From an optimization exercise on the open Yosys and OpenROAD flow, aimed at small area; shortcuts taken in it are not production practice.
RTL that was checked went through simulation tests only; none was proved equivalent to the original.
Function not checked in run 4: the RTL went through the layout flow alone.
Power is estimated from default activity; no workload was simulated. No driver is modelled on the clock port, so clocking that relies on it looks cheaper here than on a real chip.

==> design/flow/flow/run.sh <==
#!/bin/bash
# The standard ORFS layout (standard.sh) with these changes:
#  - synthesis maps the logic with an area-oriented ABC script (flow/area.abc)
#    instead of ORFS's speed script, without the weakest (_0) gate variants;
#    everything else in synthesis, including the flip-flop mapping and
#    register names, is ORFS's own synth.tcl;
#  - ports are buffered with the smallest buffer instead of clkdlybuf4s50_1;
#  - clock tree: clkbuf_16 leaf clusters and no dummy loads;
#  - if the routed layout still has an antenna violation, routing is redone
#    with more antenna repair iterations, and if that does not clear it,
#    placement onwards is redone at a slightly lower utilisation.
# Each tool's output goes to a log file in this folder (and ORFS's own logs).
set -euo pipefail
here=$(pwd)
# ORFS synth.tcl, with the logic-mapping ABC call pointed at our script
# The weakest (_0) variants of a few gates have the same area as the _1
# variants; mapping to the _1 variants leaves fewer nets for the resizer to
# buffer.
weak="sky130_fd_sc_hd__o21ai_0 sky130_fd_sc_hd__a21boi_0 sky130_fd_sc_hd__and2_0 sky130_fd_sc_hd__o311ai_0 sky130_fd_sc_hd__or2_0"
sed 's|^\(\s*\)log_cmd abc {\*}\$abc_args|\1lset abc_args 1 '"$here"'/flow/area.abc\n\1foreach c {'"$weak"'} { lappend abc_args -dont_use $c }\n\1log_cmd abc {*}$abc_args|' \
  "$FLOW_HOME/scripts/synth.tcl" > "$here/synth_area.tcl"
grep -q "flow/area.abc" "$here/synth_area.tcl"
sed 's|source \$::env(SCRIPTS_DIR)/synth.tcl|source '"$here"'/synth_area.tcl|' synth_recipe.tcl > "$here/synth_recipe_area.tcl"
grep -q "synth_area.tcl" "$here/synth_recipe_area.tcl"
sed 's|SYNTH_SCRIPT=[^ ]*|SYNTH_SCRIPT='"$here"'/synth_recipe_area.tcl|' standard.sh > "$here/standard_area.sh"
grep -q "synth_recipe_area.tcl" "$here/standard_area.sh"
export BUFFER_PORTS_ARGS="-buffer_cell sky130_fd_sc_hd__buf_1"
export CTS_ARGS="-sink_clustering_enable -repair_clock_nets -buf_list sky130_fd_sc_hd__clkbuf_16 -sink_clustering_size 30 -sink_clustering_max_diameter 100 -dont_use_dummy_load"

results=$(sed -n 's|^if \[\[ -f \(.*\)/6_final.odb \]\]; then$|\1|p' standard.sh)

antennas() { # number of antenna violations in the final layout ($1: log name)
  printf 'read_db %s\nputs "ANTENNA_VIOLATIONS [check_antennas]"\n' "$results/6_final.odb" > "$here/antennas.tcl"
  openroad -no_init -exit "$here/antennas.tcl" > "$here/antennas_$1.log" 2>&1 || true
  sed -n 's/^ANTENNA_VIOLATIONS \([0-9]*\)$/\1/p' "$here/antennas_$1.log" | tail -1
}

bash "$here/standard_area.sh" > flow_make.log 2>&1
n=$(antennas 1)
if [[ "$n" != "0" ]]; then
  bash "$here/standard_area.sh" clean_route clean_finish > flow_make_clean2.log 2>&1
  bash "$here/standard_area.sh" MAX_REPAIR_ANTENNAS_ITER_GRT=10 MAX_REPAIR_ANTENNAS_ITER_DRT=15 finish \
    > flow_make_2.log 2>&1
  n=$(antennas 2)
fi
if [[ "$n" != "0" ]]; then
  bash "$here/standard_area.sh" clean_floorplan clean_place clean_cts clean_route clean_finish \
    > flow_make_clean3.log 2>&1
  bash "$here/standard_area.sh" CORE_UTILIZATION=65 MAX_REPAIR_ANTENNAS_ITER_GRT=10 \
    MAX_REPAIR_ANTENNAS_ITER_DRT=15 finish > flow_make_3.log 2>&1
  antennas 3 > /dev/null
fi
==> design/flow/flow/area.abc <==
&get -n
&st
&dc2
&dch -f
&nf -R 1000
&put
==> design/flow/standard.sh <==
#!/bin/bash
# synth_recipe.tcl (not shown) runs the flow's synth.tcl, then flattens the netlist and writes it again
# the make line also repeats each setting of config.mk as NAME=value (left out here)
make -C /OpenROAD-flow-scripts/flow DESIGN_CONFIG=/design/flow/config.mk WORK_HOME=/design/flow/orfs CLKGATE_MAP_FILE= SYNTH_SCRIPT=/design/flow/synth_recipe.tcl "${@:-finish}"
==> design/flow/config.mk <==
export PLATFORM = sky130hd
export DESIGN_NAME = apb_uart
export DESIGN_NICKNAME = apb_uart
export VERILOG_FILES = /design/flow/design.v
export SDC_FILE = /design/flow/constraint.sdc
export NUM_CORES = 4
export LEC_CHECK = 0
export CAP_MARGIN = 20
export CORE_MARGIN = 2
export CORE_UTILIZATION = 75
export SLEW_MARGIN = 20
export SYNTH_HIERARCHICAL = 1
==> design/flow/constraint.sdc <==
create_clock -name core_clock -period 20.0 [get_ports {pclk}]
set_input_delay 4.0000 -clock core_clock [delete_from_list [all_inputs] [get_ports {pclk}]]
set_output_delay 4.0000 -clock core_clock [all_outputs]
set_load 0.01 [all_outputs]
==> design/flow/design.v <==
module apb_uart #(
    parameter SYSTEM_FREQUENCY = 50_000_000,
    parameter SAMPLING_RATE = 16
)(
    input pclk,
    input preset_n,
    input psel,
    input penable,
    input pwrite,
    input[11:0] paddr,
    input[3:0] pstrb,
    input[31:0] pwdata,
    output pready,
    output pslverr,
    output[31:0] prdata,
    output irq,
    output logic baud_o,
    output logic tick_rx,
    input cts_n,
    input rx,
    output tx,
    output rts_n
);
    localparam logic [11:0] ADDR_TDR = 12'h000;
    localparam logic [11:0] ADDR_RDR = 12'h004;
    localparam logic [11:0] ADDR_LCR = 12'h008;
    localparam logic [11:0] ADDR_OCR = 12'h00C;
    localparam logic [11:0] ADDR_LSR = 12'h010;
    localparam logic [11:0] ADDR_FCR = 12'h014;
    localparam logic [11:0] ADDR_IER = 12'h018;
    localparam logic [11:0] ADDR_IIR = 12'h01C;
    localparam logic [11:0] ADDR_HCR = 12'h020;
    logic psel_d, penable_d;
    always_ff @(posedge pclk or negedge preset_n) begin
        if (~preset_n) begin
            psel_d <= 0;
            penable_d <= 0;
        end else begin
            psel_d <= psel;
            penable_d <= penable;
        end
    end
    logic [1:0] apb_st;
    always_ff @(posedge pclk) begin
        if (~preset_n) apb_st <= 2'd0;
        else begin
            case (apb_st)
                2'd0: apb_st <= (psel_d & ~penable_d) ? 2'd1 : 2'd0;
                2'd1: apb_st <= ~psel_d ? 2'd0 : (penable_d ? 2'd2 : 2'd1);
                2'd2: apb_st <= 2'd3;
                default: apb_st <= 2'd0;
            endcase
        end
    end
    wire act = (apb_st == 2'd2);
    assign pready = (apb_st == 2'd3);
    wire a_tdr = paddr == ADDR_TDR;
    wire a_rdr = paddr == ADDR_RDR;
    wire a_lcr = paddr == ADDR_LCR;
    wire a_ocr = paddr == ADDR_OCR;
    wire a_lsr = paddr == ADDR_LSR;
    wire a_fcr = paddr == ADDR_FCR;
    wire a_ier = paddr == ADDR_IER;
    wire a_iir = paddr == ADDR_IIR;
    wire a_hcr = paddr == ADDR_HCR;
    wire a_wok = a_tdr | a_lcr | a_ocr | a_fcr | a_ier | a_hcr;
    wire a_rok = a_wok | a_rdr | a_lsr | a_iir;
    assign pslverr = pready & (pwrite ? ~a_wok : ~a_rok);
    logic [31:0] tdr, lcr, ocr, fcr, ier, hcr;
    logic [31:0] prdata_r;
    logic [7:0]  rdr;
    logic [6:0]  lsr;
    logic [2:0]  iir;
    assign prdata = prdata_r;
    wire wr = act & pwrite;
    wire rd = act & ~pwrite;
    wire [31:0] wdata = pwdata & {32{preset_n}};
    wire [3:0] bwe = {4{wr}} & pstrb;
    always_ff @(posedge pclk) begin
        for (int i = 0; i < 4; i++) begin
            if (~preset_n | (bwe[i] & a_tdr)) tdr[8*i +: 8] <= wdata[8*i +: 8];
            if (~preset_n | (bwe[i] & a_lcr)) lcr[8*i +: 8] <= wdata[8*i +: 8];
            if (~preset_n | (bwe[i] & a_fcr)) fcr[8*i +: 8] <= wdata[8*i +: 8];
            if (~preset_n | (bwe[i] & a_ier)) ier[8*i +: 8] <= wdata[8*i +: 8];
            if (~preset_n | (bwe[i] & a_hcr)) hcr[8*i +: 8] <= wdata[8*i +: 8];
        end
        if (~preset_n | (bwe[0] & a_ocr)) begin
            ocr[7:2] <= wdata[7:2];
            ocr[0] <= wdata[0];
        end
        for (int i = 1; i < 4; i++)
            if (~preset_n | (bwe[i] & a_ocr)) ocr[8*i +: 8] <= wdata[8*i +: 8];
        if (~preset_n) ocr[1] <= 1'b0;
        else if (bwe[0] & a_ocr) ocr[1] <= pwdata[1];
        else if (ocr[1]) ocr[1] <= 1'b0;
    end
    wire [8:0] rsel = {a_hcr, a_iir, a_ier, a_fcr, a_lsr, a_ocr, a_lcr, a_rdr, a_tdr} & {9{preset_n}};
    wire [31:0] rd_mux = ({32{rsel[0]}} & tdr)
                       | ({32{rsel[1]}} & {24'b0, rdr})
                       | ({32{rsel[2]}} & lcr)
                       | ({32{rsel[3]}} & ocr)
                       | ({32{rsel[4]}} & {25'b0, lsr})
                       | ({32{rsel[5]}} & fcr)
                       | ({32{rsel[6]}} & ier)
                       | ({32{rsel[7]}} & {29'b0, iir})
                       | ({32{rsel[8]}} & hcr);
    always_ff @(posedge pclk) begin
        if (~preset_n | rd) prdata_r <= rd_mux;
    end
    wire cpu_read_rdr  = pready & ~pwrite & a_rdr;
    wire cpu_write_tdr = pready & pwrite & a_tdr;
    wire cpu_read_lsr  = pready & ~pwrite & a_lsr;
    wire cpu_read_iir  = pready & ~pwrite & a_iir;
    logic [6:0] prdata_prev;
    always_ff @(posedge pclk) begin
        prdata_prev[0] <= prdata_r[0];
        prdata_prev[2] <= prdata_r[2];
        prdata_prev[3] <= prdata_r[3];
        prdata_prev[5] <= prdata_r[5];
        prdata_prev[6] <= prdata_r[6];
    end
    assign prdata_prev[1] = 1'b0;
    assign prdata_prev[4] = 1'b0;
    logic [2:0] baud_prev;
    logic baud_changed, baud_dflt;
    always_ff @(posedge pclk) begin
        if (~preset_n) begin
            baud_prev <= 3'd0;
            baud_changed <= 1'b0;
            baud_dflt <= 1'b1;
        end else begin
            baud_changed <= (lcr[7:5] != baud_prev);
            baud_prev <= lcr[7:5];
            if (baud_changed) baud_dflt <= 1'b0;
        end
    end
    wire [2:0] bsel = baud_dflt ? 3'd6 : baud_prev;
    function automatic [7:0] lo_next(input [7:0] s);
        lo_next = {s[6:0], ~(s[7] ^ s[5] ^ s[4] ^ s[3])};
    endfunction
    function automatic [5:0] hi_next(input [5:0] s);
        hi_next = {s[4:0], ~(s[5] ^ s[4])};
    endfunction
    function automatic [9:0] rx_next(input [9:0] s);
        rx_next = {s[8:0], ~(s[9] ^ s[6])};
    endfunction
    function automatic [7:0] lo_state(input integer n);
        integer i;
        begin
            lo_state = 8'd0;
            for (i = 0; i < n; i = i + 1) lo_state = lo_next(lo_state);
        end
    endfunction
    function automatic [5:0] hi_state(input integer n);
        integer i;
        begin
            hi_state = 6'd0;
            for (i = 0; i < n; i = i + 1) hi_state = hi_next(hi_state);
        end
    endfunction
    function automatic [9:0] rx_state(input integer n);
        integer i;
        begin
            rx_state = 10'd0;
            for (i = 0; i < n; i = i + 1) rx_state = rx_next(rx_state);
        end
    endfunction
    localparam integer TX_BASE = SYSTEM_FREQUENCY / 230400;
    localparam logic [7:0] LO_END = lo_state(TX_BASE - 1);
    localparam logic [5:0] HI_END0 = hi_state((SYSTEM_FREQUENCY / 4800) / TX_BASE - 1);
    localparam logic [5:0] HI_END1 = hi_state((SYSTEM_FREQUENCY / 9600) / TX_BASE - 1);
    localparam logic [5:0] HI_END2 = hi_state((SYSTEM_FREQUENCY / 14400) / TX_BASE - 1);
    localparam logic [5:0] HI_END3 = hi_state((SYSTEM_FREQUENCY / 19200) / TX_BASE - 1);
    localparam logic [5:0] HI_END4 = hi_state((SYSTEM_FREQUENCY / 38400) / TX_BASE - 1);
    localparam logic [5:0] HI_END5 = hi_state((SYSTEM_FREQUENCY / 57600) / TX_BASE - 1);
    localparam logic [5:0] HI_END6 = hi_state((SYSTEM_FREQUENCY / 115200) / TX_BASE - 1);
    localparam logic [5:0] HI_END7 = hi_state((SYSTEM_FREQUENCY / 230400) / TX_BASE - 1);
    localparam logic [9:0] RX_END0 = rx_state(SYSTEM_FREQUENCY / (16 * 4800) - 1);
    localparam logic [9:0] RX_END1 = rx_state(SYSTEM_FREQUENCY / (16 * 9600) - 1);
    localparam logic [9:0] RX_END2 = rx_state(SYSTEM_FREQUENCY / (16 * 14400) - 1);
    localparam logic [9:0] RX_END3 = rx_state(SYSTEM_FREQUENCY / (16 * 19200) - 1);
    localparam logic [9:0] RX_END4 = rx_state(SYSTEM_FREQUENCY / (16 * 38400) - 1);
    localparam logic [9:0] RX_END5 = rx_state(SYSTEM_FREQUENCY / (16 * 57600) - 1);
    localparam logic [9:0] RX_END6 = rx_state(SYSTEM_FREQUENCY / (16 * 115200) - 1);
    localparam logic [9:0] RX_END7 = rx_state(SYSTEM_FREQUENCY / (16 * 230400) - 1);
    logic [5:0] hi_end;
    logic [9:0] rx_end;
    always_comb begin
        case (bsel)
            3'd0: begin hi_end = HI_END0; rx_end = RX_END0; end
            3'd1: begin hi_end = HI_END1; rx_end = RX_END1; end
            3'd2: begin hi_end = HI_END2; rx_end = RX_END2; end
            3'd3: begin hi_end = HI_END3; rx_end = RX_END3; end
            3'd4: begin hi_end = HI_END4; rx_end = RX_END4; end
            3'd5: begin hi_end = HI_END5; rx_end = RX_END5; end
            3'd6: begin hi_end = HI_END6; rx_end = RX_END6; end
            default: begin hi_end = HI_END7; rx_end = RX_END7; end
        endcase
    end
    logic [7:0] counter_lo;
    logic [5:0] counter_hi;
    logic [9:0] counter_rx;
    wire lo_wrap = (counter_lo == LO_END);
    wire tx_wrap = lo_wrap & (counter_hi == hi_end);
    wire rx_wrap = (counter_rx == rx_end);
    always_ff @(posedge pclk) begin
        if (~preset_n | baud_changed | lo_wrap) counter_lo <= 8'd0;
        else counter_lo <= lo_next(counter_lo);
        if (~preset_n | baud_changed | tx_wrap) counter_hi <= 6'd0;
        else if (lo_wrap) counter_hi <= hi_next(counter_hi);
        baud_o <= preset_n & ~baud_changed & tx_wrap;
    end
    always_ff @(posedge pclk) begin
        if (~preset_n | baud_changed | rx_wrap) counter_rx <= 10'd0;
        else counter_rx <= rx_next(counter_rx);
        tick_rx <= preset_n & ~baud_changed & rx_wrap;
    end
    logic [3:0] lcr_d;
    always_ff @(posedge pclk) lcr_d <= lcr[3:0];
    logic [3:0] ds_d;      
    always_comb begin
        case (lcr_d[1:0])
            2'b00: ds_d = 4'd5;
            2'b01: ds_d = 4'd6;
            2'b10: ds_d = 4'd7;
            default: ds_d = 4'd8;
        endcase
    end
    wire [3:0] rx_total_d = ds_d + {3'b0, lcr_d[3]} + (lcr_d[2] ? 4'd2 : 4'd1);
    wire [3:0] tx_total_d = rx_total_d + 4'd1;
    logic cpu_write_tdr_d;
    logic tdr_empty;
    logic fifo_rx_pop;
    logic write_data_d1, write_data_d2;
    logic cts_s1, cts_sync;
    always_ff @(posedge pclk or negedge preset_n) begin
        if (~preset_n) cpu_write_tdr_d <= 1'b0;
        else cpu_write_tdr_d <= cpu_write_tdr;
    end
    always_ff @(posedge pclk) begin
        if (~preset_n) begin
            write_data_d1 <= 1'b0;
            write_data_d2 <= 1'b0;
        end else begin
            write_data_d1 <= cpu_write_tdr_d;
            write_data_d2 <= write_data_d1;
        end
    end
    always_ff @(posedge pclk) begin
        cts_s1 <= cts_n;
        cts_sync <= cts_s1;
    end
    wire cts_eff = hcr[0] ? cts_sync : 1'b0;
    logic [7:0] txf_mem [0:15];
    logic [3:0] txf_rd, txf_wr;
    logic [4:0] txf_cnt;
    wire fifo_tx_empty = (txf_cnt == 5'd0);
    wire fifo_tx_full  = (txf_cnt == 5'd16);
    wire tx_finish;
    wire txf_push = fcr[0] & ~write_data_d1 & write_data_d2;
    wire txf_pop  = fcr[0] & tx_finish & ~fifo_tx_empty;
    always_ff @(posedge pclk) begin
        if (~preset_n | fcr[2]) begin
            txf_rd <= 4'd0;
            txf_wr <= 4'd0;
            txf_cnt <= 5'd0;
        end else begin
            if (txf_push & ~fifo_tx_full) begin
                txf_wr <= txf_wr + 4'd1;
                txf_cnt <= txf_cnt + 5'd1;
            end
            if (txf_pop & ~fifo_tx_empty) begin
                txf_rd <= txf_rd + 4'd1;
                txf_cnt <= txf_cnt - 5'd1;
            end
        end
    end
    always_ff @(posedge pclk) begin
        if (preset_n & ~fcr[2] & txf_push & ~fifo_tx_full)
            txf_mem[txf_wr] <= tdr[7:0];
    end
    logic tx_busy, tx_busy_d, tx_busy_pulse;
    logic [7:0] txf_out;
    always_comb begin
        txf_out = 8'd0;
        for (int i = 0; i < 16; i++) txf_out = txf_out | (txf_mem[i] & {8{txf_rd == 4'(i)}});
    end
    wire [7:0] tx_data_mux = fcr[0] ? txf_out : tdr[7:0];
    wire start_tx = fcr[0] ? (ocr[1] | (~fifo_tx_empty & tx_busy_pulse)) : ocr[1];
    always_ff @(posedge pclk) begin
        if (~preset_n) tx_busy <= 1'b0;
        else if (tx_finish) tx_busy <= 1'b0;
        else if (start_tx & ocr[0]) tx_busy <= 1'b1;
        tx_busy_d <= tx_busy;
        tx_busy_pulse <= ~tx_busy & tx_busy_d;
    end
    logic [7:0] tx_data;
    always_comb begin
        case (lcr[1:0])
            2'b00: tx_data = {3'b111, tx_data_mux[4:0]};
            2'b01: tx_data = {2'b11, tx_data_mux[5:0]};
            2'b10: tx_data = {1'b1, tx_data_mux[6:0]};
            default: tx_data = tx_data_mux;
        endcase
    end
    logic [7:0] sampled_data;
    logic tick_d;
    always_ff @(posedge pclk) begin
        sampled_data <= tx_data;
        tick_d <= baud_o;
    end
    logic [2:0] tx_st;
    localparam logic [2:0] T_IDLE = 3'd0, T_CTS = 3'd1, T_WAIT = 3'd2, T_START = 3'd3,
                           T_DATA = 3'd4, T_PARITY = 3'd5, T_STOP = 3'd6, T_FINISH = 3'd7;
    wire trans_en = (tx_st == T_START) | (tx_st == T_DATA) | (tx_st == T_PARITY) | (tx_st == T_STOP);
    assign tx_finish = (tx_st == T_FINISH);
    wire shift_en = trans_en & baud_o;
    logic [3:0] cnt_tx;
    always_ff @(posedge pclk) begin
        if (~preset_n) cnt_tx <= 4'd0;
        else if (shift_en) cnt_tx <= cnt_tx + 4'd1;
        else if (~trans_en) cnt_tx <= 4'd0;
    end
    logic par_calc;
    always_comb begin
        case (lcr[1:0])
            2'b00: par_calc = ^sampled_data[4:0];
            2'b01: par_calc = ^sampled_data[5:0];
            2'b10: par_calc = ^sampled_data[6:0];
            default: par_calc = ^sampled_data[7:0];
        endcase
    end
    wire parity_bit = lcr[4] ? par_calc : ~par_calc;
    wire trans_data_fi = (cnt_tx == ds_d + 4'd1);
    wire trans_stop_fi = (cnt_tx == tx_total_d);
    wire load_d0 = (cnt_tx == 4'd0) | (lcr[3] & ~parity_bit & trans_data_fi);
    wire load_en = (cnt_tx == 4'd1);
    logic load_d0_s, load_en_s, trans_data_fi_s, trans_stop_fi_s;
    logic start_tx_d, start_en_d, start_en_d1;
    always_ff @(posedge pclk) begin
        begin
            load_d0_s <= load_d0;
            load_en_s <= load_en;
            trans_data_fi_s <= trans_data_fi;
            trans_stop_fi_s <= trans_stop_fi;
            start_tx_d <= start_tx;
            start_en_d <= start_tx_d & ~start_tx;
            start_en_d1 <= start_en_d;
        end
    end
    always_ff @(posedge pclk) begin
        if (~preset_n) tx_st <= T_IDLE;
        else begin
            case (tx_st)
                T_IDLE:   tx_st <= ocr[0] ? T_CTS : T_IDLE;
                T_CTS:    tx_st <= ~cts_eff ? T_WAIT : (~ocr[0] ? T_IDLE : T_CTS);
                T_WAIT:   tx_st <= cts_eff ? T_CTS : (~ocr[0] ? T_IDLE : (start_en_d1 ? T_START : T_WAIT));
                T_START:  tx_st <= tick_d ? T_DATA : T_START;
                T_DATA:   tx_st <= (trans_data_fi_s & lcr[3]) ? T_PARITY :
                                   (trans_data_fi_s & ~lcr[3]) ? T_STOP : T_DATA;
                T_PARITY: tx_st <= tick_d ? T_STOP : T_PARITY;
                T_STOP:   tx_st <= trans_stop_fi_s ? T_FINISH : T_STOP;
                default:  tx_st <= (ocr[0] & ~cts_eff & start_en_d1) ? T_START :
                                   (ocr[0] & ~cts_eff) ? T_WAIT : (ocr[0] ? T_CTS : T_IDLE);
            endcase
        end
    end
    logic [7:0] piso;
    always_ff @(posedge pclk) begin
        if (~preset_n) piso <= 8'hFF;
        else if (shift_en) begin
            piso[7:1] <= load_en_s ? sampled_data[7:1] : {1'b1, piso[7:2]};
            piso[0] <= load_d0_s ? 1'b0 : (load_en_s ? sampled_data[0] : piso[1]);
        end
    end
    assign tx = piso[0];
    logic rx_s1, rx_sync, rx_d1;
    always_ff @(posedge pclk) begin
        begin
            rx_s1 <= rx;
            rx_sync <= rx_s1;
            rx_d1 <= rx_sync;
        end
    end
    wire start_bit_detected = rx_d1 & ~rx_sync;
    logic [3:0] clk_div;
    always_ff @(posedge pclk) begin
        if (~preset_n) clk_div <= 4'd0;
        else if (tick_rx) clk_div <= clk_div + 4'd1;
    end
    wire clk_1x = (clk_div == 4'b1111) & tick_rx;
    wire clk_2x = (clk_div == 4'b1110) & tick_rx;
    logic [2:0] rx_st;
    localparam logic [2:0] R_IDLE = 3'd0, R_RTS = 3'd1, R_SCAN = 3'd2, R_WAIT_START = 3'd3,
                           R_DATA = 3'd4, R_PARITY = 3'd5, R_STOP = 3'd6, R_FINISH = 3'd7;
    wire receive_en = (rx_st == R_DATA) | (rx_st == R_PARITY) | (rx_st == R_STOP);
    wire receive_data_en = (rx_st == R_DATA);
    wire rx_valid = (rx_st == R_FINISH);
    wire data_receive_en = clk_1x & receive_en;
    wire shift_receive_en = clk_1x & receive_data_en;
    logic [3:0] count_data;
    wire receive_data_fi = (count_data == ds_d);
    wire receive_total_fi = (count_data == rx_total_d);
    always_ff @(posedge pclk) begin
        if (~preset_n) count_data <= 4'd0;
        else if (data_receive_en) count_data <= count_data + 4'd1;
        else if (receive_total_fi) count_data <= 4'd0;
    end
    logic [7:0] rx_shift;
    always_ff @(posedge pclk) begin
        if (~preset_n) rx_shift <= 8'd0;
        else if (shift_receive_en) rx_shift <= {rx_sync, rx_shift[7:1]};
    end
    logic [7:0] rx_data;
    always_comb begin
        case (lcr[1:0])
            2'b00: rx_data = {3'b000, rx_shift[7:3]};
            2'b01: rx_data = {2'b00, rx_shift[7:2]};
            2'b10: rx_data = {1'b0, rx_shift[7:1]};
            default: rx_data = rx_shift;
        endcase
    end
    logic parity_check_s, stop1_s, stop2_s;
    logic parity_err, stop_bit_err;
    logic [7:0] receiver_data;
    wire parity_check = receive_data_fi & data_receive_en;
    wire stop1_check = (count_data == ds_d + {3'b0, lcr[3]}) & data_receive_en;
    wire stop2_check = (count_data == ds_d + {3'b0, lcr[3]} + 4'd1) & data_receive_en;
    wire expected_parity = (^rx_data) ^ lcr[4];
    always_ff @(posedge pclk) begin
        if (~preset_n) begin
            parity_check_s <= 1'b0;
            stop1_s <= 1'b0;
            stop2_s <= 1'b0;
            parity_err <= 1'b0;
            stop_bit_err <= 1'b0;
        end else begin
            parity_check_s <= parity_check;
            stop1_s <= stop1_check;
            stop2_s <= stop2_check;
            parity_err <= lcr[3] & parity_check_s & expected_parity;
            stop_bit_err <= (stop1_s & ~rx_sync) | (lcr[2] & stop2_s & ~rx_sync);
        end
    end
    always_ff @(posedge pclk) begin
        if (~preset_n) receiver_data <= 8'd0;
        else if (receive_total_fi) receiver_data <= rx_data;
    end
    always_ff @(posedge pclk) begin
        if (~preset_n) rx_st <= R_IDLE;
        else begin
            case (rx_st)
                R_IDLE:       rx_st <= ocr[2] ? R_RTS : R_IDLE;
                R_RTS:        rx_st <= ~rts_n ? R_SCAN : (~ocr[2] ? R_IDLE : R_RTS);
                R_SCAN:       rx_st <= rts_n ? R_RTS : (~ocr[2] ? R_IDLE : (start_bit_detected ? R_WAIT_START : R_SCAN));
                R_WAIT_START: rx_st <= clk_1x ? R_DATA : R_WAIT_START;
                R_DATA:       rx_st <= (receive_data_fi & lcr[3]) ? R_PARITY :
                                       (receive_data_fi & ~lcr[3]) ? R_STOP : R_DATA;
                R_PARITY:     rx_st <= clk_2x ? R_STOP : R_PARITY;
                R_STOP:       rx_st <= receive_total_fi ? R_FINISH : R_STOP;
                default:      rx_st <= (ocr[2] & ~rts_n & start_bit_detected) ? R_WAIT_START :
                                       (ocr[2] & ~rts_n) ? R_SCAN : (ocr[2] ? R_RTS : R_IDLE);
            endcase
        end
    end
    logic [7:0] rxf_mem [0:15];
    logic [3:0] rxf_rd, rxf_wr;
    logic [4:0] rxf_cnt;
    wire fifo_rx_empty = (rxf_cnt == 5'd0);
    wire fifo_rx_full  = (rxf_cnt == 5'd16);
    logic [4:0] trig_level;
    always_comb begin
        case (fcr[4:3])
            2'd0: trig_level = 5'd1;
            2'd1: trig_level = 5'd4;
            2'd2: trig_level = 5'd8;
            default: trig_level = 5'd14;
        endcase
    end
    wire fifo_rx_triggered = (rxf_cnt >= trig_level);
    wire rxf_push = fcr[0] & rx_valid;
    always_ff @(posedge pclk) begin
        if (~preset_n | fcr[1]) begin
            rxf_rd <= 4'd0;
            rxf_wr <= 4'd0;
            rxf_cnt <= 5'd0;
        end else begin
            if (rxf_push & ~fifo_rx_full) begin
                rxf_wr <= rxf_wr + 4'd1;
                rxf_cnt <= rxf_cnt + 5'd1;
            end
            if (fifo_rx_pop & ~fifo_rx_empty) begin
                rxf_rd <= rxf_rd + 4'd1;
                rxf_cnt <= rxf_cnt - 5'd1;
            end
        end
    end
    always_ff @(posedge pclk) begin
        if (preset_n & ~fcr[1] & rxf_push & ~fifo_rx_full)
            rxf_mem[rxf_wr] <= receiver_data;
    end
    logic [7:0] rxf_out;
    always_comb begin
        rxf_out = 8'd0;
        for (int i = 0; i < 16; i++) rxf_out = rxf_out | (rxf_mem[i] & {8{rxf_rd == 4'(i)}});
    end
    wire trigger_lt_14 = ~(fcr[3] & fcr[4]);
    logic rdr_empty;
    logic rts_r;
    assign rts_n = rts_r;
    always_ff @(posedge pclk) begin
        if (~preset_n) rts_r <= 1'b0;
        else if (hcr[0]) begin
            if (hcr[1]) rts_r <= 1'b0;
            else if ((~fcr[0] & ~rdr_empty) | (fcr[0] & (trigger_lt_14 & fifo_rx_triggered) | (~trigger_lt_14 & fifo_rx_triggered)))
                rts_r <= 1'b1;
            else if ((~fcr[0] & rdr_empty) | (fcr[0] & (trigger_lt_14 & rts_r & fifo_rx_empty) | (~trigger_lt_14 & ~fifo_rx_triggered)))
                rts_r <= 1'b0;
        end
    end
    logic fifo_rx_pop_d;
    logic data_valid_d, data_o_valid;
    logic [7:0] data_received;
    wire negedge_rx_pop = ~fifo_rx_pop & fifo_rx_pop_d;
    wire fifo_rx_overrun = fcr[0] & fifo_rx_full & rx_valid;
    wire [7:0] msg = fcr[0] ? rxf_out : receiver_data;
    wire data_valid = fcr[0] ? ((fifo_rx_empty & rx_valid) | (~fifo_rx_empty & negedge_rx_pop)) : rx_valid;
    always_ff @(posedge pclk) begin
        if (~preset_n) begin
            fifo_rx_pop_d <= 1'b0;
            data_valid_d <= 1'b0;
            data_o_valid <= 1'b0;
        end else begin
            fifo_rx_pop_d <= fifo_rx_pop;
            data_valid_d <= data_valid;
            data_o_valid <= data_valid_d;
        end
    end
    always_ff @(posedge pclk) if (data_valid_d) data_received <= msg;
    wire lsr1_set = (~fcr[0] & ~rdr_empty) | (fcr[0] & ~fifo_rx_empty);
    wire lsr4_set = (~fcr[0] & tdr_empty) | (fcr[0] & fifo_tx_empty);
    wire lsr5_set = fcr[0] & parity_err & stop_bit_err;
    wire lsr6_set = (~fcr[0] & ~rdr_empty & data_o_valid) | fifo_rx_overrun;
    wire lsr0_reset = cpu_read_lsr & ~prdata_prev[0] & prdata_r[0];
    wire lsr1_reset = (~fcr[0] & rdr_empty) | (fcr[0] & fifo_rx_empty);
    wire lsr2_reset = cpu_read_lsr & ~prdata_prev[2] & prdata_r[2];
    wire lsr3_reset = cpu_read_lsr & ~prdata_prev[3] & prdata_r[3];
    wire lsr4_reset = (~fcr[0] & ~tdr_empty) | (fcr[0] & ~fifo_tx_empty);
    wire lsr5_reset = cpu_read_lsr & ~prdata_prev[5] & prdata_r[5];
    wire lsr6_reset = cpu_read_lsr & ~prdata_prev[6] & prdata_r[6];
    always_ff @(posedge pclk or negedge preset_n) begin
        if (~preset_n) begin
            tdr_empty <= 1'b1;
            fifo_rx_pop <= 1'b0;
            lsr <= 7'd0;
            rdr <= 8'd0;
            rdr_empty <= 1'b1;
            iir <= 3'b001;
        end else begin
            if (cpu_write_tdr_d) tdr_empty <= 1'b0;
            else if ((~fcr[0] & ~tdr_empty & ocr[1]) | (fcr[0] & ocr[1] & fifo_tx_empty)) tdr_empty <= 1'b1;
            fifo_rx_pop <= cpu_read_rdr & ~fifo_rx_empty;
            if (tx_finish) lsr[0] <= 1'b1;
            if (lsr0_reset) lsr[0] <= 1'b0;
            if (lsr1_set) lsr[1] <= 1'b1;
            if (lsr1_reset) lsr[1] <= 1'b0;
            if (parity_err) lsr[2] <= 1'b1;
            if (lsr2_reset) lsr[2] <= 1'b0;
            if (stop_bit_err) lsr[3] <= 1'b1;
            if (lsr3_reset) lsr[3] <= 1'b0;
            if (lsr4_set) lsr[4] <= 1'b1;
            if (lsr4_reset) lsr[4] <= 1'b0;
            if (lsr5_set) lsr[5] <= 1'b1;
            if (lsr5_reset) lsr[5] <= 1'b0;
            if (lsr6_set) lsr[6] <= 1'b1;
            if (lsr6_reset) lsr[6] <= 1'b0;
            if (data_o_valid) begin
                rdr <= data_received;
                rdr_empty <= 1'b0;
            end else if (cpu_read_rdr) begin
                rdr_empty <= 1'b1;
            end
            if (cpu_read_iir) iir <= 3'b001;
            else if (ier[2] & (lsr[2] | lsr[3] | lsr[5] | lsr[6])) iir <= 3'b110;
            else if (ier[0] & ~rdr_empty) iir <= 3'b100;
            else if (ier[1] & tdr_empty & ocr[1]) iir <= 3'b010;
        end
    end
    assign irq = ~iir[0];
endmodule
==> results of run 1 <==
per-layer routing:
layer	share of wire, %	up-vias
met4	2.7	0
met2	48	1116
met3	11	167
met5	0	-
li1	-	7205
met1	38	8040
flip-flops by register name, indices dropped and copies added, names as in the netlist, 10 cells and up:
name,count
fcr,32
prdata_r,32
hcr,32
ocr,32
lcr,32
txf_mem,128
tdr,32
ier,32
rxf_mem,128
counter_rx,10
path summary, 6_finish.rpt:
| path | from | to | cells past startpoint |
|---|---|---|---|
| max | paddr[9] | pslverr | 8 |
| min | start_en_d | start_en_d1 | 0 |
| max reg2reg | fcr[0] | rxf_mem[15][0] | 5 |
| min reg2reg | start_en_d | start_en_d1 | 0 |
| max in group asynchronous | preset_n | lsr[5] | 3 |
| min in group asynchronous | preset_n | psel_d | 1 |
cells in the final DEF (no fill, tap or decap), drive strengths merged, types with 6 or more instances in the layout:
cell / instances
buf: 107
mux2: 8
a22o: 15
nand4: 39
mux2i: 14
nor3b: 9
a22oi: 55
and2: 77
xnor2: 29
a222oi: 92
ha: 39
o22a: 6
nand2b: 17
and3: 33
dfrtp: 21
dfxtp: 146
clkinv: 47
nor3: 27
nor2: 135
fa: 7
a221oi: 17
nor2b: 14
xor2: 30
a211oi: 14
nand3: 29
clkbuf: 26
a31oi: 10
o211ai: 8
edfxtp: 487
nor4: 7
a21oi: 56
o21ai: 90
nand2: 139
kinds of logic after synthesis:
logic type,count (synthesis)
DFF,657
and+or+nand+nor,544
AOI/OAI and AO/OA,396
xor gates and xnor gates,60
buffers and inverters,47
adders and majority gates,46
muxes,22
power by group through the flow:
| stage | clock (mW) | sequential (mW) | combinational (mW) |
|---|---|---|---|
| floorplan | 0 | 1.57 | 0.0684 |
| global placement | 0 | 1.58 | 0.101 |
| detailed placement | 0 | 1.59 | 0.106 |
| CTS | 0.597 | 1.56 | 0.107 |
| global route | 0.637 | 1.56 | 0.118 |
| finish | 0.599 | 1.56 | 0.108 |
area by class of cell:
| type | count | area, µm² |
|---|---|---|
| diodes | 1 | 2.50 |
| clock buffers | 25 | 626 |
| fillers | 1932 | 6340 |
| inverters | 47 | 176 |
| multi-input cells | 1068 | 7040 |
| flip-flops and latches | 657 | 18200 |
| well taps | 448 | 561 |
| repair buffers | 108 | 465 |
per-stage QoR:
| stage | utilization (%) | instance area (µm²) | instances | power, mW |
|---|---|---|---|---|
| detailed placement | 79.1 | 26400 | 2328 | 1.69 |
| global placement | 79.1 | 26400 | 2328 | 1.68 |
| finish | 81.0 | 27000 | 2354 | 2.27 |
| global route | 81.0 | 27000 | 2353 | 2.32 |
| floorplan | - | 25300 | 1772 | 1.64 |
| CTS | 81.0 | 27000 | 2353 | 2.26 |
worst reg2reg max path, stage by stage, from the launching register on:
cell and delay (ns):
edfxtp_1 1.06, buf_4 0.46, nand2_1 0.09, a21oi_1 0.77, nand2_1 0.33, nor2_1 0.84
==> flow_summary.json, run 1 <==
{
  "clk_pin_slew_ns": 0.11,
  "cts_buffer_depth": 3,
  "drv_cap": 0,
  "relSlewSlack_pct": 27.0,
  "tns_ns": 0,
  "synth_top_family_by_area": "compound AO/OA/AOI/OAI gates",
  "p_int_mw": 1.78,
  "via_per_inst": 7.02,
  "setup_slack_ns": 10.38,
  "numClockSinks": 657,
  "top_usage_layer": "met2",
  "synth_xor_area_share_pct": 2.13,
  "clkPwrFrac_pct": 26.4,
  "track_usage_pct": 34.0,
  "syn_area_mm2": 0.0253,
  "nNetsFinal": 2008,
  "pwr-share-comb_pct": 4.8,
  "cp_slowest_stage_delay_ns": 0.57,
  "synth.top_cell.area_share_pct": 57.8,
  "ys.warnings.count": 9,
  "grt_use_met1_pct": 48.7,
  "cts_hold_buf": 0,
  "regToRegSetupSlack_ns": 16.07,
  "grt_pass1_vias": 16000,
  "worstSkewPairLatency_ns": 0.59,
  "status": "finished clean",
  "gp_congestion": 0.891,
  "setup_viol": 0,
  "hold_class": "flip-flop to flip-flop",
  "pin_count": 94,
  "grtUsageMet3_pct": 5.32,
  "drc": 0,
  "synth-edff-count": 487,
  "die_y_um": 188,
  "cts_buffers": 25,
  "syn_inst": 1772,
  "finClkSkew_ns": 0.0330,
  "critPathBufInv": 2,
  "p_seq_share_pct": 68.8,
  "p_leak_nw": 9.15,
  "crit_chain": "buf_1 -> or4_1 -> nor2_1 -> and2_1 -> nand3_1 -> nand2_1 -> nor4_1 -> buf_1",
  "cts_resized": 0,
  "gr-total-overflow": 0,
  "muxShareOfSynthArea_pct": 0.909,
  "crit_path_start_kind": "input pin",
  "start_util_pct": 75.9,
  "cts_root_buf": "clkbuf_16",
  "drt-total-wl_mm": 60.2,
  "hold_viol_final": 0,
  "ys_ff_latch": 657,
  "first_iter_violations": 2552,
  "yosysTopAreaCell": "edfxtp_1",
  "powerDensity_mw_per_mm2": 83.8,
  "antenna_found_initial": 0,
  "synthArstFlopShare_pct": 3.65,
  "fmax_mhz": 104,
  "synth_most_common_cell": "edfxtp_1",
  "synthAdderAreaFrac_pct": 2.48,
  "synth-simple-area-share_pct": 10.6,
  "cpLargestDelayFamily": "simple AND/OR/NAND/NOR gates",
  "p_sw_share_pct": 21.4,
  "wl_per_cell_um": 25.6,
  "path_class": "input pin to primary output",
  "layout-drive-gt1-share_pct": 2.89,
  "cts_tree": "done",
  "die_w_um": 188,
  "vdd_drop_max_v": 0.0000895,
  "portBuffers": 93,
  "cp-end-kind": "primary output",
  "dr.pass1.iters": 10,
  "worst_path_max_delay_cell": "or4_1",
  "rows": 67,
  "grt_max_degree": 67,
  "synth-compound-area-share_pct": 11.5,
  "syn-mean-instance-area_um2": 14.3,
  "dp.final_hpwl_mm": 39.5,
  "period_minus_slack_ns": 9.62,
  "yosysUniqueCellTypes": 56,
  "postSynthNetCount": 1873,
  "grt_pass1_wl_mm": 91.2,
  "core_area_mm2": 0.0334,
  "ys.flop_type": "edfxtp_1",
  "hold_ws_ns": 0.343,
  "rsz0062_at_grt": "false",
  "ys_seq_area_share_pct": 71.7,
  "vias": 16500,
  "h-tree-depth": 1,
  "synthTopCellsByArea": "edfxtp_1, dfxtp_1, a222oi_1",
  "met2_usage_pct": 54.8,
  "crit_arrival_ns": 5.62,
  "crit_fanout": 7,
  "crit_top_cell": "buf_1",
  "cts_setup_buffers": 0,
  "p_switching_mw": 0.486,
  "period_share_pct": 48.1,
  "maxSlewViolCount": 0,
  "synthTopCellsByCount": "edfxtp_1, dfxtp_1, nand2_1",
  "die_area_mm2": 0.0352,
  "postRouteAntennaNets": 0,
  "area_growth_pct": 6.73,
  "max_slew.worst_pin.slew_ns": 1.09,
  "crit_required_ns": 16.00,
  "dpl_worst_slack_ns": 10.42
}
==> run 2, diff against run 1 <==
--- a/design/flow/config.mk
+++ b/design/flow/config.mk
@@ -7,6 +7,6 @@
 export LEC_CHECK = 0
 export CAP_MARGIN = 20
 export CORE_MARGIN = 2
-export CORE_UTILIZATION = 75
+export CORE_UTILIZATION = 70
 export SLEW_MARGIN = 20
 export SYNTH_HIERARCHICAL = 1
==> flow_summary.json, run 2 <==
{
  "antenna_found_initial": 0,
  "p_leak_nw": 9.16,
  "h-tree-depth": 1,
  "crit_path_start_kind": "input pin",
  "synth-compound-area-share_pct": 11.5,
  "synthAdderAreaFrac_pct": 2.48,
  "hold_viol_final": 0,
  "ys.warnings.count": 9,
  "fill_cells": 2200,
  "die_y_um": 194,
  "antenna_cells": 0,
  "powerDensity_mw_per_mm2": 83.6,
  "synth.top_cell.area_share_pct": 57.8,
  "worstSkewPairLatency_ns": 0.60,
  "yosysUniqueCellTypes": 56,
  "synth_most_common_cell": "edfxtp_1",
  "muxShareOfSynthArea_pct": 0.909,
  "cp-end-kind": "primary output",
  "cts_buffer_depth": 3,
  "die_area_mm2": 0.0377,
  "core_area_mm2": 0.0356,
  "relSlewSlack_pct": 25.3,
  "postRouteAntennaNets": 0,
  "syn_area_mm2": 0.0253,
  "dp.final_hpwl_mm": 39.0,
  "die_w_um": 194,
  "synth-simple-area-share_pct": 10.6,
  "yosysTopAreaCell": "edfxtp_1",
  "grt_pass1_vias": 15300,
  "grt_pass1_wl_mm": 89.1,
  "via_per_inst": 6.81,
  "nNetsFinal": 2011,
  "tns_ns": 0,
  "final_cell_mix": "edfxtp_1, dfxtp_1, nand2_1",
  "max_slew.worst_pin.slew_ns": 1.12,
  "vias": 16100,
  "hold_class": "flip-flop to flip-flop",
  "vdd_drop_max_v": 0.000100,
  "synthArstFlopShare_pct": 3.65,
  "first_iter_violations": 2238,
  "track_usage_pct": 30.7,
  "cp_slowest_stage_delay_ns": 0.57,
  "rsz0062_at_grt": "false",
  "p_seq_share_pct": 68.8,
  "layout-drive-gt1-share_pct": 2.88,
  "finClkSkew_ns": 0.0324,
  "worst_path_max_delay_cell": "or4_1",
  "drv_cap": 0,
  "pwr-share-comb_pct": 4.7,
  "portBuffers": 93,
  "grt_max_degree": 75,
  "fin_util_pct": 76.0,
  "wl_per_cell_um": 24.8,
  "cts_root_buf": "clkbuf_16",
  "dpl_worst_slack_ns": 10.45,
  "rows": 69,
  "p_sw_share_pct": 21.3,
  "cts_hold_buf": 0,
  "drc": 0,
  "period_minus_slack_ns": 9.60,
  "cts_setup_buffers": 0,
  "path_class": "input pin to primary output",
  "cts_resized": 0,
  "fmax_mhz": 104,
  "clk_pin_slew_ns": 0.11,
  "cts_tree": "done",
  "crit_chain": "buf_1 -> or4_1 -> nor2_1 -> and3_1 -> o31a_1 -> nor4_1 -> buf_1",
  "crit_arrival_ns": 5.60,
  "layout_commonest_cell": "edfxtp_1",
  "synth_xor_area_share_pct": 2.13,
  "ys.flop_type": "edfxtp_1",
  "synthTopCellsByArea": "edfxtp_1, dfxtp_1, a222oi_1",
  "synth_top_family_by_area": "compound AO/OA/AOI/OAI gates",
  "area_growth_pct": 6.84,
  "hold_ws_ns": 0.332,
  "reg_top3": "rxf_mem x128, txf_mem x128",
  "gp_congestion": 0.904,
  "start_util_pct": 71.2,
  "synthTopCellsByCount": "edfxtp_1, dfxtp_1, nand2_1",
  "syn-mean-instance-area_um2": 14.3,
  "p_switching_mw": 0.482,
  "numClockSinks": 657,
  "maxSlewViolCount": 0,
  "ys_ff_latch": 657,
  "postSynthNetCount": 1873,
  "crit_top_cell": "buf_1",
  "status": "finished clean",
  "setup_slack_ns": 10.40,
  "pin_count": 94,
  "clkPwrFrac_pct": 26.4,
  "syn_inst": 1772,
  "gr-total-overflow": 0,
  "cts_buffers": 25,
  "crit_fanout": 5,
  "period_share_pct": 48.0,
  "dr.pass1.iters": 8,
  "ys_seq_area_share_pct": 71.7,
  "synth-edff-count": 487,
  "drt-total-wl_mm": 58.7,
  "p_int_mw": 1.78,
  "setup_viol": 0,
  "crit_required_ns": 16.00
}
## run 2: changes by cell type in the layout (fill, tap and decap cells not counted)
cell and delta:
buf_4 +3, nor3_1 +2, nor3_2 -2, diode_2 -1, nor2_1 +1, nor2_4 -1, nor4_2 -1, nor4_4 +1
## run 2: cell type report
class / count / area, µm² / area share, %
Multi-Input combinational cell: 1068 / 7030 / 26.0
Tap cell: 461 / 577 / 2.13
Inverter: 47 / 176 / 0.652
Timing Repair Buffer: 111 / 488 / 1.80
Sequential cell: 657 / 18200 / 67.1
Clock buffer: 25 / 626 / 2.31
## run 2: per-layer routing
| layer | share of wire (%) | routed length [µm] | GRT usage (%) | up-vias |
|---|---|---|---|---|
| met5 | 0 | 0 | 0 | - |
| met4 | 2.6 | 1500 | 7.07 | 0 |
| met3 | 10 | 5890 | 4.96 | 106 |
| met1 | 40 | 23700 | 45.5 | 7951 |
| met2 | 47 | 27600 | 48.9 | 871 |
| li1 | - | - | - | 7211 |
## run 2: final timing paths
check | start | end | slack (ns) | cells after the start
worst max-delay path | paddr[9] | pslverr | 10.40 | 7
worst min-delay path | start_en_d | start_en_d1 | 0.33 | 0
worst max register to register | txf_cnt[0] | txf_cnt[4] | 16.90 | 12
worst min register to register | start_en_d | start_en_d1 | 0.33 | 0
max in group asynchronous | preset_n | fifo_rx_pop | 15.17 | 3
min in group asynchronous | preset_n | lsr[5] | 3.72 | 2
## run 2: cells by family (layout without fill, tap and decap cells)
family,after synthesis,in the layout
XOR/XNOR,60,60
AO/OA/AOI/OAI,396,396
multiplexers,22,22
AND/OR/NAND/NOR,544,544
buffers and inverters,47,183
adder cells (fa/ha/maj),46,46
flip-flops,657,657
## run 2: critical path, delay by kind of cell
kind                   cells  cell delay [ns]
AND/OR/NAND/NOR            4             1.22
buffers and inverters      2             0.21
AO/OA/AOI/OAI              1             0.17
## run 2: power groups by stage
stage	Sequential, mW	Clock, mW	Combinational [mW]
finish	1.56	0.597	0.107
global route	1.56	0.646	0.119
floorplan	1.57	0	0.0684
CTS	1.56	0.606	0.107
global placement	1.58	0	0.103
detailed placement	1.59	0	0.106
## run 2: metrics by stage
step           total power, mW  cells  instance area [µm²]
3_3_place_gp              1.69   2344                26400
4_1_cts                   2.27   2369                27000
6_report                  2.26   2369                27000
5_1_grt                   2.33   2369                27000
3_5_place_dp              1.69   2344                26400
2_1_floorplan             1.64   1772                25300
==> run 3, diff against run 2 <==
==> design/flow/flow/area.abc (replaced) <==
&get -n
&st
&dc2
&dch -f
&nf -R 1000
&put
mfs3 -ae
topo
==> flow_summary.json, run 3 <==
{
  "antenna_found_initial": 0,
  "rsz0062_at_grt": "false",
  "first_iter_violations": 2109,
  "die_y_um": 194,
  "relSlewSlack_pct": 20.1,
  "ys_seq_area_share_pct": 71.8,
  "status": "finished clean",
  "layout_commonest_cell": "edfxtp_1",
  "die_area_mm2": 0.0376,
  "rows": 69,
  "nNetsFinal": 2008,
  "p_leak_nw": 9.15,
  "via_per_inst": 6.80,
  "period_minus_slack_ns": 9.66,
  "path_class": "input pin to primary output",
  "hold_class": "flip-flop to flip-flop",
  "synth.top_cell.area_share_pct": 57.9,
  "ys_ff_latch": 657,
  "syn-mean-instance-area_um2": 14.3,
  "synthTopCellsByArea": "edfxtp_1, dfxtp_1, a222oi_1",
  "hold_viol_final": 0,
  "antenna_cells": 0,
  "maxSlewViolCount": 0,
  "cts_resized": 0,
  "ys.flop_type": "edfxtp_1",
  "max_slew.worst_pin.slew_ns": 1.19,
  "synth_most_common_cell": "edfxtp_1",
  "hold_ws_ns": 0.342,
  "min_path_cells": 0,
  "crit_path_start_kind": "input pin",
  "clk_pin_slew_ns": 0.11,
  "period_share_pct": 48.3,
  "h-tree-depth": 1,
  "crit_arrival_ns": 5.66,
  "crit_chain": "buf_1 -> or4_1 -> nor2_1 -> and3_1 -> o31a_1 -> nor4_1 -> buf_1",
  "postSynthNetCount": 1870,
  "cp_slowest_stage_delay_ns": 0.57,
  "layout-drive-gt1-share_pct": 2.89,
  "gp_congestion": 0.874,
  "cts_setup_buffers": 0,
  "reg_top3": "rxf_mem x128, txf_mem x128",
  "yosysUniqueCellTypes": 56,
  "syn_area_mm2": 0.0253,
  "synth-edff-count": 487,
  "finClkSkew_ns": 0.0134,
  "critPathBufInv": 2,
  "crit_top_cell": "buf_1",
  "drv_cap": 0,
  "cts_tree": "done",
  "drt-total-wl_mm": 58.3,
  "tns_ns": 0,
  "syn_inst": 1769,
  "vdd_drop_max_v": 0.0000858,
  "powerDensity_mw_per_mm2": 83.8,
  "worst_path_max_delay_cell": "or4_1",
  "die_w_um": 194,
  "power_mw": 2.26,
  "wl_per_cell_um": 24.6,
  "drc": 0,
  "vias": 16100,
  "postRouteAntennaNets": 0,
  "synthArstFlopShare_pct": 3.65,
  "grt_max_degree": 74,
  "synthTopCellsByCount": "edfxtp_1, dfxtp_1, nand2_1",
  "grt_pass1_vias": 15700,
  "area_growth_pct": 6.82,
  "cts_buffer_depth": 3,
  "cts_root_buf": "clkbuf_16",
  "cts_hold_buf": 0,
  "cpLargestDelayFamily": "simple AND/OR/NAND/NOR gates",
  "crit_required_ns": 16.00,
  "fmax_mhz": 104,
  "worstSkewPairLatency_ns": 0.58,
  "core_area_mm2": 0.0356,
  "dp.final_hpwl_mm": 38.6,
  "yosysTopAreaCell": "edfxtp_1",
  "crit_fanout": 5,
  "track_usage_pct": 30.7,
  "setup_viol": 0,
  "portBuffers": 93,
  "start_util_pct": 71.0,
  "gr-total-overflow": 0,
  "ys.warnings.count": 9,
  "reg2reg_depth": 11,
  "numClockSinks": 657,
  "cts_buffers": 25,
  "worstSetupPathDepth": 7,
  "final_cell_mix": "edfxtp_1, dfxtp_1, nand2_1",
  "grt_pass1_wl_mm": 88.9,
  "pin_count": 94,
  "dr.pass1.iters": 6,
  "cp-end-kind": "primary output"
}
[run 3: cell count changes after synthesis, moves of 2 or more]
cell,change
or3b_1,-2
nand4_1,-2
nor2_1,+2
xnor2_1,-4
nand3_1,+4
a21oi_1,-2
nand2_1,+3
nor2b_1,+3
nand3b_1,-2
[run 3: layout make-up]
class / count / area (µm²)
Multi-Input combinational cell: 1066 / 6980
Inverter: 46 / 173
Tap cell: 461 / 577
Sequential cell: 657 / 18200
Timing Repair Buffer: 111 / 488
Clock buffer: 25 / 626
Fill cell: 2221 / 8580
[run 3: worst paths after layout]
check | endpoint | slack, ns | start
worst max-delay path | pslverr | 10.34 | paddr[9]
worst min-delay path | cts_sync | 0.34 | cts_s1
worst max register to register | count_data[0] | 16.86 | lcr_d[0]
worst min register to register | cts_sync | 0.34 | cts_s1
max in group asynchronous | lsr[3] | 15.33 | preset_n
min in group asynchronous | iir[1] | 4.13 | preset_n
[run 3: worst reg2reg max path, cell delays in order, from the launching register on]
cell	delay [ns]
dfxtp_1	0.50
clkinv_1	0.32
fa_1	0.54
fa_1	0.42
xor2_1	0.37
a22oi_1	0.16
o21ai_1	0.12
nor2_1	0.05
buf_4	0.20
nor2_1	0.17
clkinv_1	0.08
a21oi_1	0.15
[run 3: logic make-up after synthesis]
| kind of cell | share of synthesized area [%] |
|---|---|
| multiplexers | 0.911 |
| AND/OR/NAND/NOR | 10.6 |
| XOR/XNOR | 2.03 |
| buffers and inverters | 0.683 |
| AO/OA/AOI/OAI | 11.5 |
| adder cells (fa/ha/maj) | 2.49 |
| flip-flops | 71.8 |
[run 3: per-layer routing]
metal  vias up  part of all wire [%]  global-route usage (%)
met5         -                     0                       0
met4         0                   3.2                    10.1
met3       123                    10                    5.91
met2       928                    47                    48.8
met1      7832                    39                    43.5
li1       7200                     -                       -
[run 3: report_power, final]
group	internal, mW	total, mW	switching, mW
Combinational	0.0373	0.105	0.0676
Sequential	1.52	1.56	0.0406
Clock	0.226	0.602	0.376
Total	1.78	2.26	0.484
[run 3: stage by stage]
step | instance area, µm² | cells | util, % | setup slack, ns
after global routing | 27000 | 2366 | 75.9 | 10.29
after floorplan | 25300 | 1769 | - | 10.80
after CTS | 27000 | 2366 | 75.9 | 10.37
after detailed placement | 26400 | 2341 | 74.1 | 10.37
after global placement | 26400 | 2341 | 74.1 | 10.47
final | 27000 | 2366 | 75.9 | 10.34
==> run 4, diff against run 3 <==
--- a/design/flow/design.v
+++ b/design/flow/design.v
@@ -30,23 +30,18 @@
     localparam logic [11:0] ADDR_IER = 12'h018;
     localparam logic [11:0] ADDR_IIR = 12'h01C;
     localparam logic [11:0] ADDR_HCR = 12'h020;
-    logic psel_d, penable_d;
+    logic setup_d;
     always_ff @(posedge pclk or negedge preset_n) begin
-        if (~preset_n) begin
-            psel_d <= 0;
-            penable_d <= 0;
-        end else begin
-            psel_d <= psel;
-            penable_d <= penable;
-        end
+        if (~preset_n) setup_d <= 1'b0;
+        else setup_d <= psel & ~penable;
     end
     logic [1:0] apb_st;
     always_ff @(posedge pclk) begin
         if (~preset_n) apb_st <= 2'd0;
         else begin
             case (apb_st)
-                2'd0: apb_st <= (psel_d & ~penable_d) ? 2'd1 : 2'd0;
-                2'd1: apb_st <= ~psel_d ? 2'd0 : (penable_d ? 2'd2 : 2'd1);
+                2'd0: apb_st <= setup_d ? 2'd1 : 2'd0;
+                2'd1: apb_st <= 2'd2;
                 2'd2: apb_st <= 2'd3;
                 default: apb_st <= 2'd0;
             endcase
@@ -70,7 +65,7 @@
     logic [31:0] prdata_r;
     logic [7:0]  rdr;
     logic [6:0]  lsr;
-    logic [2:0]  iir;
+    logic [2:1]  iir;
     assign prdata = prdata_r;
     wire wr = act & pwrite;
     wire rd = act & ~pwrite;
@@ -102,7 +97,7 @@
                        | ({32{rsel[4]}} & {25'b0, lsr})
                        | ({32{rsel[5]}} & fcr)
                        | ({32{rsel[6]}} & ier)
-                       | ({32{rsel[7]}} & {29'b0, iir})
+                       | ({32{rsel[7]}} & {29'b0, iir, ~(iir[2] | iir[1])})
                        | ({32{rsel[8]}} & hcr);
     always_ff @(posedge pclk) begin
         if (~preset_n | rd) prdata_r <= rd_mux;
@@ -555,7 +550,7 @@
             lsr <= 7'd0;
             rdr <= 8'd0;
             rdr_empty <= 1'b1;
-            iir <= 3'b001;
+            iir <= 2'b00;
         end else begin
             if (cpu_write_tdr_d) tdr_empty <= 1'b0;
             else if ((~fcr[0] & ~tdr_empty & ocr[1]) | (fcr[0] & ocr[1] & fifo_tx_empty)) tdr_empty <= 1'b1;
@@ -580,11 +575,11 @@
             end else if (cpu_read_rdr) begin
                 rdr_empty <= 1'b1;
             end
-            if (cpu_read_iir) iir <= 3'b001;
-            else if (ier[2] & (lsr[2] | lsr[3] | lsr[5] | lsr[6])) iir <= 3'b110;
-            else if (ier[0] & ~rdr_empty) iir <= 3'b100;
-            else if (ier[1] & tdr_empty & ocr[1]) iir <= 3'b010;
+            if (cpu_read_iir) iir <= 2'b00;
+            else if (ier[2] & (lsr[2] | lsr[3] | lsr[5] | lsr[6])) iir <= 2'b11;
+            else if (ier[0] & ~rdr_empty) iir <= 2'b10;
+            else if (ier[1] & tdr_empty & ocr[1]) iir <= 2'b01;
         end
     end
-    assign irq = ~iir[0];
+    assign irq = iir[2] | iir[1];
 endmodule
==> design/flow/flow/area.abc (replaced) <==
&get -n
&st
&dc2
&dch -f
&nf -R 1000
&put
==> flow_summary.json, run 4 <==
{
  "reg_top3": "rxf_mem x128, txf_mem x128",
  "track_usage_pct": 31.2,
  "hold_viol_final": 0,
  "min_path_cells": 0,
  "max_slew.worst_pin.slew_ns": 1.14,
  "hold_ws_ns": 0.338,
  "grt_max_degree": 72,
  "dpl_worst_slack_ns": 10.54,
  "antenna_found_initial": 1,
  "dp.final_hpwl_mm": 40.1,
  "ys_seq_area_share_pct": 71.3,
  "postSynthNetCount": 1908,
  "gr-total-overflow": 0,
  "portBuffers": 93,
  "crit_chain": "buf_1 -> nor4_1 -> and3b_1 -> nand3_1 -> nand4_1 -> a21oi_1 -> buf_1",
  "crit_fanout": 7,
  "crit_path_start_kind": "input pin",
  "pin_count": 94,
  "via_per_inst": 6.80,
  "cp_slowest_stage_delay_ns": 0.45,
  "setup_slack_ns": 10.52,
  "grt_pass1_wl_mm": 90.0,
  "antenna_cells": 0,
  "synthTopCellsByArea": "edfxtp_1, dfxtp_1, a22oi_1",
  "ys_ff_latch": 655,
  "syn_inst": 1804,
  "vias": 16300,
  "fmax_mhz": 105,
  "area_growth_pct": 6.86,
  "gp_congestion": 0.889,
  "fill_cells": 2258,
  "r2r_start": "rx_st[2]",
  "core_area_mm2": 0.0357,
  "ys.warnings.count": 9,
  "first_iter_violations": 2114,
  "wl_per_cell_um": 24.9,
  "cts_resized": 0,
  "p_leak_nw": 9.12,
  "postRouteAntennaNets": 0,
  "synth_most_common_cell": "edfxtp_1",
  "period_minus_slack_ns": 9.48,
  "layout_commonest_cell": "edfxtp_1",
  "worst_path_max_delay_cell": "nor4_1",
  "maxSlewViolCount": 0,
  "cts_root_buf": "clkbuf_16",
  "cts_hold_buf": 0,
  "drv_cap": 0,
  "drt-total-wl_mm": 59.7,
  "rows": 69,
  "yosysTopAreaCell": "edfxtp_1",
  "crit_arrival_ns": 5.48,
  "crit_top_cell": "buf_1",
  "powerDensity_mw_per_mm2": 83.5,
  "cts_setup_buffers": 0,
  "numClockSinks": 655,
  "die_y_um": 194,
  "finClkSkew_ns": 0.0257,
  "nNetsFinal": 2044,
  "die_w_um": 194,
  "final_cell_mix": "edfxtp_1, dfxtp_1, nor2_1",
  "synth.top_cell.area_share_pct": 57.6,
  "cp-end-kind": "primary output",
  "rsz0062_at_grt": "false",
  "grt_pass1_vias": 15700,
  "syn_area_mm2": 0.0254,
  "clk_pin_slew_ns": 0.10,
  "holdPathEnd": "start_en_d1",
  "synthTopCellsByCount": "edfxtp_1, nor2_1, dfxtp_1",
  "hp-start": "start_en_d",
  "relSlewSlack_pct": 23.4,
  "die_area_mm2": 0.0378,
  "fin_util_pct": 76.1,
  "cts_buffers": 25,
  "r2r_end": "rxf_mem[7][6]",
  "drc": 0,
  "vdd_drop_max_v": 0.0000779,
  "reg2reg_depth": 5,
  "regToRegSetupSlack_ns": 16.57,
  "path_class": "input pin to primary output",
  "h-tree-depth": 1,
  "synth-edff-count": 487,
  "dr.pass1.iters": 9,
  "layout-drive-gt1-share_pct": 3.04,
  "cts_buffer_depth": 3,
  "crit_required_ns": 16.00,
  "cts_tree": "done",
  "hold_class": "flip-flop to flip-flop",
  "setup_viol": 0,
  "tns_ns": 0,
  "synthArstFlopShare_pct": 3.36,
  "yosysUniqueCellTypes": 62,
  "worstSkewPairLatency_ns": 0.58,
  "syn-mean-instance-area_um2": 14.1,
  "start_util_pct": 71.2,
  "ys.flop_type": "edfxtp_1",
  "period_share_pct": 47.4,
  "status": "finished clean"
}
==> run 4: final cells by class <==
cell class / instances / area [µm²] / area share (%)
clock buffer: 25 / 626 / 2.30
timing repair buffer: 109 / 473 / 1.74
tap: 461 / 577 / 2.13
multi-input combinational: 1100 / 7180 / 26.5
sequential: 655 / 18100 / 66.7
inverter: 49 / 184 / 0.678
==> run 4: cell families after synthesis <==
family,after synthesis,synth area share [%]
AOI/OAI and AO/OA,412,11.4
adders and majority gates,49,2.62
and+or+nand+nor,552,10.8
DFF,655,71.3
buffers and inverters,49,0.724
xor gates and xnor gates,63,2.17
muxes,24,0.985
==> run 4: power by group <==
group	total, mW	leakage (nW)	internal (mW)	switching (mW)
sequential	1.55	6.01	1.51	0.0392
combinational	0.116	2.80	0.0408	0.0752
clock	0.601	0.308	0.226	0.375
==> run 4: routing by layer <==
| layer | up-vias | GRT usage [%] | part of all wire, % |
|---|---|---|---|
| met3 | 116 | 5.22 | 10 |
| met4 | 2 | 9.26 | 2.9 |
| met5 | - | 0 | 0.022 |
| met2 | 945 | 49.8 | 47 |
| met1 | 7981 | 45.0 | 40 |
| li1 | 7270 | - | - |
==> run 4: worst max path at each step <==
stage          endpoint  cells past startpoint      from  slack (ns)
5_1_grt         pslverr                      7  paddr[9]       10.38
6_report        pslverr                      7  paddr[9]       10.52
2_1_floorplan   pslverr                      5  paddr[9]       10.99
3_5_place_dp    pslverr                      7  paddr[9]       10.54
3_3_place_gp    pslverr                      7  paddr[9]       10.68
4_1_cts         pslverr                      7  paddr[9]       10.53
==> run 4: worst max-delay path: cells and delay by family <==
kind	cells	cell delay, ns
AND/OR/NAND/NOR	4	1.23
buffers and inverters	2	0.20
AO/OA/AOI/OAI	1	0.05
==> run 4: through the flow <==
step | std cells | power, mW | cell area (µm²)
2_1_floorplan | 1804 | 1.64 | 25400
3_3_place_gp | 2373 | 1.69 | 26500
3_5_place_dp | 2374 | 1.69 | 26500
4_1_cts | 2399 | 2.27 | 27100
5_1_grt | 2399 | 2.33 | 27100
6_report | 2399 | 2.27 | 27100

-- separate check: timing with driven ports --
Ports are ideal in the flow. The routed layouts listed here were re-timed in OpenROAD. Step 1 assumes that a clkbuf_16 drives the clock port and a buf_2 every other input. Step 2 moves the port delays by t, midway between the first and last clock arrival at a register: inputs arrive t later, outputs are due t later. That takes back most of the time a late clock gives input paths. Three values: no drivers, after step 1, after step 2; two values: the first two.
| run | shift t [ns] | setup slack, ns | hold WS [ns] | worst register clock-pin slew, ns |
|---|---|---|---|---|
| run 1 | 0.631 | 10.375 / 10.353 / 10.353 | 0.343 / 0.343 / 0.343 | 0.12 / 0.12 |
| run 2 | 0.641 | 10.401 / 10.380 / 10.380 | 0.332 / 0.332 / 0.332 | 0.12 / 0.12 |
| run 3 | 0.631 | 10.339 / 10.316 / 10.316 | 0.342 / 0.342 / 0.342 | 0.12 / 0.12 |
| run 4 | 0.626 | 10.519 / 10.496 / 10.496 | 0.338 / 0.338 / 0.338 | 0.11 / 0.11 |
After both steps setup and hold are still met in every run listed.
